This is an optimization exercise on Yosys and OpenROAD, whose aim is small area, a short achievable clock period and few clock cycles, not a production implementation. Where RTL was checked, it was by simulation tests only, not by an equivalence proof against the original.

## branch quartz
==> flow/design.v <==
module demosaic(clk, reset, in_en, data_in, wr_r, addr_r, wdata_r, rdata_r, wr_g, addr_g, wdata_g, rdata_g, wr_b, addr_b, wdata_b, rdata_b, done);
input clk;
input reset;
input in_en;
input [7:0] data_in;
output reg wr_r;
output reg [13:0] addr_r;
output reg [7:0] wdata_r;
input [7:0] rdata_r;
output reg wr_g;
output reg [13:0] addr_g;
output reg [7:0] wdata_g;
input [7:0] rdata_g;
output reg wr_b;
output reg [13:0] addr_b;
output reg [7:0] wdata_b;
input [7:0] rdata_b;
output reg done;
reg [7:0]  din_q;
reg [13:0] lcnt;       
reg        ld_done;    
reg        busy_g, busy_r, busy_b;    
wire       in_en_q = busy_g | busy_r | busy_b;
wire       ln0 = lcnt[0] ^ in_en_q;
wire       ln7 = lcnt[7] ^ (in_en_q & (&lcnt[6:0]));
always @(posedge clk) din_q <= data_in;
always @(posedge clk or posedge reset) begin
    if (reset) begin
        busy_g  <= 1'b0;
        busy_r  <= 1'b0;
        busy_b  <= 1'b0;
        lcnt    <= 14'd0;
        ld_done <= 1'b0;
    end else begin
        busy_g <= in_en & ~(ln7 ^ ln0);
        busy_r <= in_en & ~ln7 &  ln0;
        busy_b <= in_en &  ln7 & ~ln0;
        if (in_en_q) begin
            lcnt <= lcnt + 14'd1;
            if (&lcnt) ld_done <= 1'b1;
        end
    end
end
reg  [5:0] g_yh;
reg  [6:0] g_x;        
reg  [6:0] g_s;        
reg        g_wait, g_fin;
reg  [1:0] g_roff;     
reg  [7:0] g_c0, g_c1, g_c2, g_c3;        
reg  [7:0] g_m10, g_m11, g_m12, g_m13;    
reg  [7:0] g_m20, g_m21, g_m22;           
reg  [8:0] g_s1, g_s2;
reg  [7:0] g_m1x;      
reg        g_ge;       
reg        g_rv;
reg  [1:0] g_ri;
wire g_go  = ~g_fin & ~g_wait & ~busy_g;
wire g_rd  = |g_s[3:0];
wire g_g6  = g_go & g_s[6];
wire g_rot = g_go & (g_s[3] | g_s[4] | g_s[5]);
wire g_wv  = g_go & ~g_rd & (g_x[6:1] != 6'd0);
wire ge    = ~g_x[0];
wire [6:0] g_xm = g_x - 7'd1;
wire [5:0] g_rrow = g_yh + {4'd0, g_roff};
wire [13:0] g_addr = {g_rrow, g_x[0], (g_rd ? g_x : g_xm)};
wire [9:0] g_sum = g_s1 + g_s2;
wire cap0 = g_rv & (g_ri == 2'd0);
wire cap1 = g_rv & (g_ri == 2'd1);
wire cap2 = g_rv & (g_ri == 2'd2);
wire cap3 = g_rv & (g_ri == 2'd3);
always @(posedge clk) begin
    g_ri <= {g_s[2] | g_s[3], g_s[1] | g_s[3]};
    if (g_rot)      g_c0 <= g_c1;
    else if (cap0)  g_c0 <= rdata_g;
    if (g_rot)      g_c1 <= cap2 ? rdata_g : g_c2;
    else if (cap1)  g_c1 <= rdata_g;
    if (g_rot)      g_c2 <= g_c0;
    else if (cap2)  g_c2 <= rdata_g;
    if (cap3)       g_c3 <= rdata_g;
    if (g_g6) g_ge <= g_x[0];
    if (g_g6)        g_m1x <= g_x[0] ? g_c1 : g_c3;     
    else if (g_rot)  g_m1x <= g_ge ? g_m12 : g_m10;     
    if (g_g6) begin
        g_m10 <= g_c0;  g_m11 <= g_c1;  g_m12 <= g_c2;  g_m13 <= g_c3;
        g_m20 <= g_m11; g_m21 <= g_m12; g_m22 <= g_m13;
    end else if (g_rot) begin
        g_m10 <= g_m11; g_m11 <= g_m12; g_m12 <= g_m13; g_m13 <= g_m10;
        g_m20 <= g_m21; g_m21 <= g_m22; g_m22 <= g_m20;
    end
    if (g_rot) begin
        g_s1 <= g_c0 + g_m20;
        g_s2 <= g_m10 + g_m1x;
    end
end
always @(posedge clk or posedge reset) begin
    if (reset) begin
        g_yh   <= 6'd0;
        g_x    <= 7'd0;
        g_s    <= 7'd1;
        g_wait <= 1'b1;
        g_fin  <= 1'b0;
        g_rv   <= 1'b0;
        g_roff <= 2'd1;          
    end else begin
        g_rv <= g_go & g_rd;
        if (g_wait & (ld_done | (lcnt[13:7] >= {g_yh, 1'b1} + 7'd6)))    
            g_wait <= 1'b0;
        if (g_go) begin
            g_s <= {g_s[5:0], g_s[6]};
            if (g_s[6])
                g_roff <= {1'b0, g_x[0]};            
            else
                g_roff <= {g_s[1] | g_s[2] | g_s[5], g_s[0] | g_s[2] | g_s[4]}
                          + {1'b0, ge};
            if (g_s[6]) begin
                g_x  <= g_x + 7'd1;
                if (&g_x) begin
                    g_yh   <= g_yh + 6'd3;
                    g_wait <= 1'b1;
                    if (g_yh == 6'd60) g_fin <= 1'b1;
                end
            end
        end
    end
end
wire        r_wv, b_wv, r_fin, b_fin;
wire [13:0] r_addr, b_addr;
wire [7:0]  r_wdata, b_wdata;
demosaic_rb #(.P(1'b1)) u_r (
    .clk(clk), .reset(reset), .busy(busy_r), .ld_done(ld_done), .lrow(lcnt[13:7]),
    .rdata(rdata_r), .wv(r_wv), .addr(r_addr), .wdata(r_wdata), .fin(r_fin));
demosaic_rb #(.P(1'b0)) u_b (
    .clk(clk), .reset(reset), .busy(busy_b), .ld_done(ld_done), .lrow(lcnt[13:7]),
    .rdata(rdata_b), .wv(b_wv), .addr(b_addr), .wdata(b_wdata), .fin(b_fin));
always @(posedge clk) begin
    addr_g  <= busy_g ? lcnt  : g_addr;
    wdata_g <= busy_g ? din_q : g_sum[9:2];
    addr_r  <= busy_r ? lcnt  : r_addr;
    wdata_r <= busy_r ? din_q : r_wdata;
    addr_b  <= busy_b ? lcnt  : b_addr;
    wdata_b <= busy_b ? din_q : b_wdata;
end
always @(posedge clk or posedge reset) begin
    if (reset) begin
        wr_g <= 1'b0;
        wr_r <= 1'b0;
        wr_b <= 1'b0;
        done <= 1'b0;
    end else begin
        wr_g <= busy_g | g_wv;
        wr_r <= busy_r | r_wv;
        wr_b <= busy_b | b_wv;
        done <= ld_done & g_fin & r_fin & b_fin;
    end
end
endmodule
module demosaic_rb #(parameter P = 1'b1) (
    input             clk,
    input             reset,
    input             busy,
    input             ld_done,
    input      [6:0]  lrow,
    input      [7:0]  rdata,
    output            wv,
    output     [13:0] addr,
    output     [7:0]  wdata,
    output reg        fin
);
reg [5:0] ti;
reg [5:0] xi;
wire [5:0] ti1 = ti + 6'd1;
wire [5:0] xp  = xi - 6'd1;
reg       x64;         
reg [4:0] s;           
reg       wt;
reg [7:0] a, b, hp;
reg [8:0] vc, vp;
reg       rv, ri;
wire go = ~fin & ~wt & ~busy;
wire [7:0] hs = P ? b : a;
wire [6:0] row_m1 = P ? {ti, 1'b0}  : {ti, 1'b1};
wire [6:0] row_t  = P ? {ti, 1'b1}  : {ti1, 1'b0};
wire [6:0] row_p1 = P ? {ti1, 1'b0} : {ti1, 1'b1};
wire [6:0] row_h  = P ? row_p1 : row_m1;
wire [6:0] col_x  = {xi, P};
wire [6:0] col_x1 = P ? {xi, 1'b0} : {xp, 1'b1};
wire [6:0] col_x2 = P ? {xp, 1'b1} : {xp, 1'b0};
wire xi_lo = (xi == 6'd0) & ~x64;
wire hd_ok = ~xi_lo & ~x64;                                    
wire v_ok  = P ? hd_ok : (x64 | (xi[5:1] != 5'd0));           
reg [6:0] arow, acol;
reg       wok;
reg [7:0] wd;
wire [8:0] hsum = hp + hs;
wire [9:0] dsum = vp + vc;
always @(*) begin
    arow = ({7{s[0]}} & row_m1) | ({7{s[1]}} & row_p1) | ({7{s[2] | s[4]}} & row_t) | ({7{s[3]}} & row_h);
    acol = ({7{s[0] | s[1]}} & col_x) | ({7{s[2]}} & col_x2) | ({7{s[3] | s[4]}} & col_x1);
    wok  = (s[2] & v_ok) | ((s[3] | s[4]) & hd_ok);
    wd   = ({8{s[2]}} & vp[8:1]) | ({8{s[3]}} & hsum[8:1]) | ({8{s[4]}} & dsum[9:2]);
end
assign addr  = {arow, acol};
assign wdata = wd;
assign wv    = go & wok;
always @(posedge clk) begin
    ri <= s[1];
    if (rv) begin
        if (ri) b <= rdata;
        else    a <= rdata;
    end
    if (go & s[3]) vc <= a + b;
    if (go & s[4]) begin
        vp <= vc;
        hp <= hs;
    end
end
always @(posedge clk or posedge reset) begin
    if (reset) begin
        ti  <= 6'd0;
        xi  <= 6'd0;
        x64 <= 1'b0;
        s   <= 5'd1;
        wt  <= 1'b1;
        fin <= 1'b0;
        rv  <= 1'b0;
    end else begin
        rv <= go & (s[0] | s[1]);
        if (wt & (ld_done | ({1'b0, lrow[6:1]} >= {1'b0, ti} + 7'd2)))
            wt <= 1'b0;
        if (go) begin
            s <= {s[3:0], s[4]};
            if (s[4]) begin
                if (x64) begin
                    xi  <= 6'd0;
                    x64 <= 1'b0;
                    ti  <= ti1;
                    wt  <= 1'b1;
                    if (ti == 6'd62) fin <= 1'b1;
                end else begin
                    xi  <= xi + 6'd1;
                    x64 <= &xi;
                end
            end
        end
    end
end
endmodule
Settings: LEC_CHECK=0, CAP_MARGIN=20, CORE_MARGIN=2, CORE_UTILIZATION=40, CTS_BUF_LIST=sky130_fd_sc_hd__clkbuf_8, CTS_CLUSTER_DIAMETER=60, CTS_CLUSTER_SIZE=16, SETUP_SLACK_MARGIN=3.0, SLEW_MARGIN=20, TNS_END_PERCENT=10; clock period 5.0 ns.
standard.sh (not shown) runs the stock make flow with config.mk's settings and CLKGATE_MAP_FILE= SYNTH_SCRIPT=/design/flow/synth_recipe.tcl, a recipe that flattens the netlist after the stock synthesis.
==> flow/flow/run.sh <==
#!/bin/bash
# Standard layout, with the port buffers made of sky130_fd_sc_hd__buf_2 cells
# instead of the delay cells buffer_ports picks by itself.
set -euo pipefail
export BUFFER_PORTS_ARGS="-buffer_cell sky130_fd_sc_hd__buf_2"
bash standard.sh > standard.log 2>&1
Testbench counts of branch quartz, summed over its fixed seeds: cycles 329,652.
The inputs of branch fjord differ from those of branch quartz as listed below.
--- a/flow/design.v
+++ b/flow/design.v
@@ -16,31 +16,23 @@
 output reg [7:0] wdata_b;
 input [7:0] rdata_b;
 output reg done;
-reg [7:0]  din_q;
 reg [13:0] lcnt;       
 reg        ld_done;    
-reg        busy_g, busy_r, busy_b;    
-wire       in_en_q = busy_g | busy_r | busy_b;
-wire       ln0 = lcnt[0] ^ in_en_q;
-wire       ln7 = lcnt[7] ^ (in_en_q & (&lcnt[6:0]));
-always @(posedge clk) din_q <= data_in;
-always @(posedge clk or posedge reset) begin
-    if (reset) begin
-        busy_g  <= 1'b0;
-        busy_r  <= 1'b0;
-        busy_b  <= 1'b0;
+wire       col_g = ~(lcnt[7] ^ lcnt[0]);
+wire       col_r = ~lcnt[7] &  lcnt[0];
+wire       col_b =  lcnt[7] & ~lcnt[0];
+always @(posedge clk or posedge reset) begin
+    if (reset) begin
         lcnt    <= 14'd0;
         ld_done <= 1'b0;
-    end else begin
-        busy_g <= in_en & ~(ln7 ^ ln0);
-        busy_r <= in_en & ~ln7 &  ln0;
-        busy_b <= in_en &  ln7 & ~ln0;
-        if (in_en_q) begin
-            lcnt <= lcnt + 14'd1;
-            if (&lcnt) ld_done <= 1'b1;
-        end
-    end
-end
+    end else if (in_en) begin
+        lcnt <= lcnt + 14'd1;
+        if (&lcnt) ld_done <= 1'b1;
+    end
+end
+wire busy_g = ~ld_done & col_g;
+wire busy_r = ~ld_done & col_r;
+wire busy_b = ~ld_done & col_b;
 reg  [5:0] g_yh;
 reg  [6:0] g_x;        
 reg  [6:0] g_s;        
@@ -54,6 +46,7 @@
 reg        g_ge;       
 reg        g_rv;
 reg  [1:0] g_ri;
+wire [5:0] g_yh3 = g_yh + 6'd3;
 wire g_go  = ~g_fin & ~g_wait & ~busy_g;
 wire g_rd  = |g_s[3:0];
 wire g_g6  = g_go & g_s[6];
@@ -103,7 +96,7 @@
         g_roff <= 2'd1;          
     end else begin
         g_rv <= g_go & g_rd;
-        if (g_wait & (ld_done | (lcnt[13:7] >= {g_yh, 1'b1} + 7'd6)))    
+        if (g_wait & (ld_done | (lcnt[13:7] > {g_yh3, 1'b0})))    
             g_wait <= 1'b0;
         if (g_go) begin
             g_s <= {g_s[5:0], g_s[6]};
@@ -115,7 +108,7 @@
             if (g_s[6]) begin
                 g_x  <= g_x + 7'd1;
                 if (&g_x) begin
-                    g_yh   <= g_yh + 6'd3;
+                    g_yh   <= g_yh3;
                     g_wait <= 1'b1;
                     if (g_yh == 6'd60) g_fin <= 1'b1;
                 end
@@ -133,12 +126,12 @@
     .clk(clk), .reset(reset), .busy(busy_b), .ld_done(ld_done), .lrow(lcnt[13:7]),
     .rdata(rdata_b), .wv(b_wv), .addr(b_addr), .wdata(b_wdata), .fin(b_fin));
 always @(posedge clk) begin
-    addr_g  <= busy_g ? lcnt  : g_addr;
-    wdata_g <= busy_g ? din_q : g_sum[9:2];
-    addr_r  <= busy_r ? lcnt  : r_addr;
-    wdata_r <= busy_r ? din_q : r_wdata;
-    addr_b  <= busy_b ? lcnt  : b_addr;
-    wdata_b <= busy_b ? din_q : b_wdata;
+    addr_g  <= busy_g ? lcnt    : g_addr;
+    wdata_g <= busy_g ? data_in : g_sum[9:2];
+    addr_r  <= busy_r ? lcnt    : r_addr;
+    wdata_r <= busy_r ? data_in : r_wdata;
+    addr_b  <= busy_b ? lcnt    : b_addr;
+    wdata_b <= busy_b ? data_in : b_wdata;
 end
 always @(posedge clk or posedge reset) begin
     if (reset) begin
@@ -147,9 +140,9 @@
         wr_b <= 1'b0;
         done <= 1'b0;
     end else begin
-        wr_g <= busy_g | g_wv;
-        wr_r <= busy_r | r_wv;
-        wr_b <= busy_b | b_wv;
+        wr_g <= (in_en & col_g) | g_wv;
+        wr_r <= (in_en & col_r) | r_wv;
+        wr_b <= (in_en & col_b) | b_wv;
         done <= ld_done & g_fin & r_fin & b_fin;
     end
 end
@@ -225,7 +218,7 @@
         rv  <= 1'b0;
     end else begin
         rv <= go & (s[0] | s[1]);
-        if (wt & (ld_done | ({1'b0, lrow[6:1]} >= {1'b0, ti} + 7'd2)))
+        if (wt & (ld_done | (lrow[6:1] > ti1)))        
             wt <= 1'b0;
         if (go) begin
             s <= {s[3:0], s[4]};
Findings:
[compare] base=branch quartz new=branch fjord: wire length per cell after detailed routing grew by about 4.3%, multi-input gate area in the final layout now smaller. On clock slew seen by the registers of the worst setup and hold paths, branch quartz and branch fjord are basically level. In the flow results for branch quartz and branch fjord, the time the worst path needs with I/O delays and setup is smaller on branch quartz. Between branch fjord and branch quartz, it is branch fjord whose worst setup slack is lower, by 0.10 ns. branch fjord vs branch quartz: number of nets in the layout up in branch fjord. Of branch quartz and branch fjord, the lower area overhead of the layout relative to synthesis belongs to branch quartz. Looking at number of search-and-repair iterations in the first detailed-routing pass, branch fjord sits 1 lower than branch quartz does. The run showing the greater share of final-layout standard cells stronger than drive strength 1 is branch fjord. Final wirelength: branch fjord worse than branch quartz. NOTE number of fill cells branch quartz->branch fjord decreased by a few percent. branch fjord ended up with a lower horizontal die dimension than branch quartz did.
The RTL of branch fjord was laid out without a check of its function.

==> afterwards: timing with drivers on the ports <==
The results above use ideal ports. As a check the final layouts listed here were re-extracted and re-timed, cells and wires unchanged.
Step 1, drivers: a clkbuf_16 drives clk and a buf_2 each remaining input, both assumed.
Step 2 moves the port delays by t, midway between the first and last clock arrival at a register: inputs arrive t later, outputs are due t later. That takes back most of the time a late clock gives input paths.
a / b / c = ideal / step 1 / step 2; a / b = the first two.
run | t, ns | setup slack, ns | worst register clock-pin slew, ns | worst data-port slew with drivers (ns)
branch quartz | 0.651 | 2.862 / 2.811 / 2.656 | 0.11 / 0.11 | 0.05
branch fjord | 0.642 | 2.759 / 2.759 / 2.651 | 0.11 / 0.11 | 0.06
After both steps every run listed still meets setup and hold. The setup slack of branch quartz, which loses most, moves by -0.051 ns with the drivers and by -0.206 ns with both steps. The worst setup slack also covers recovery checks on asynchronous resets.
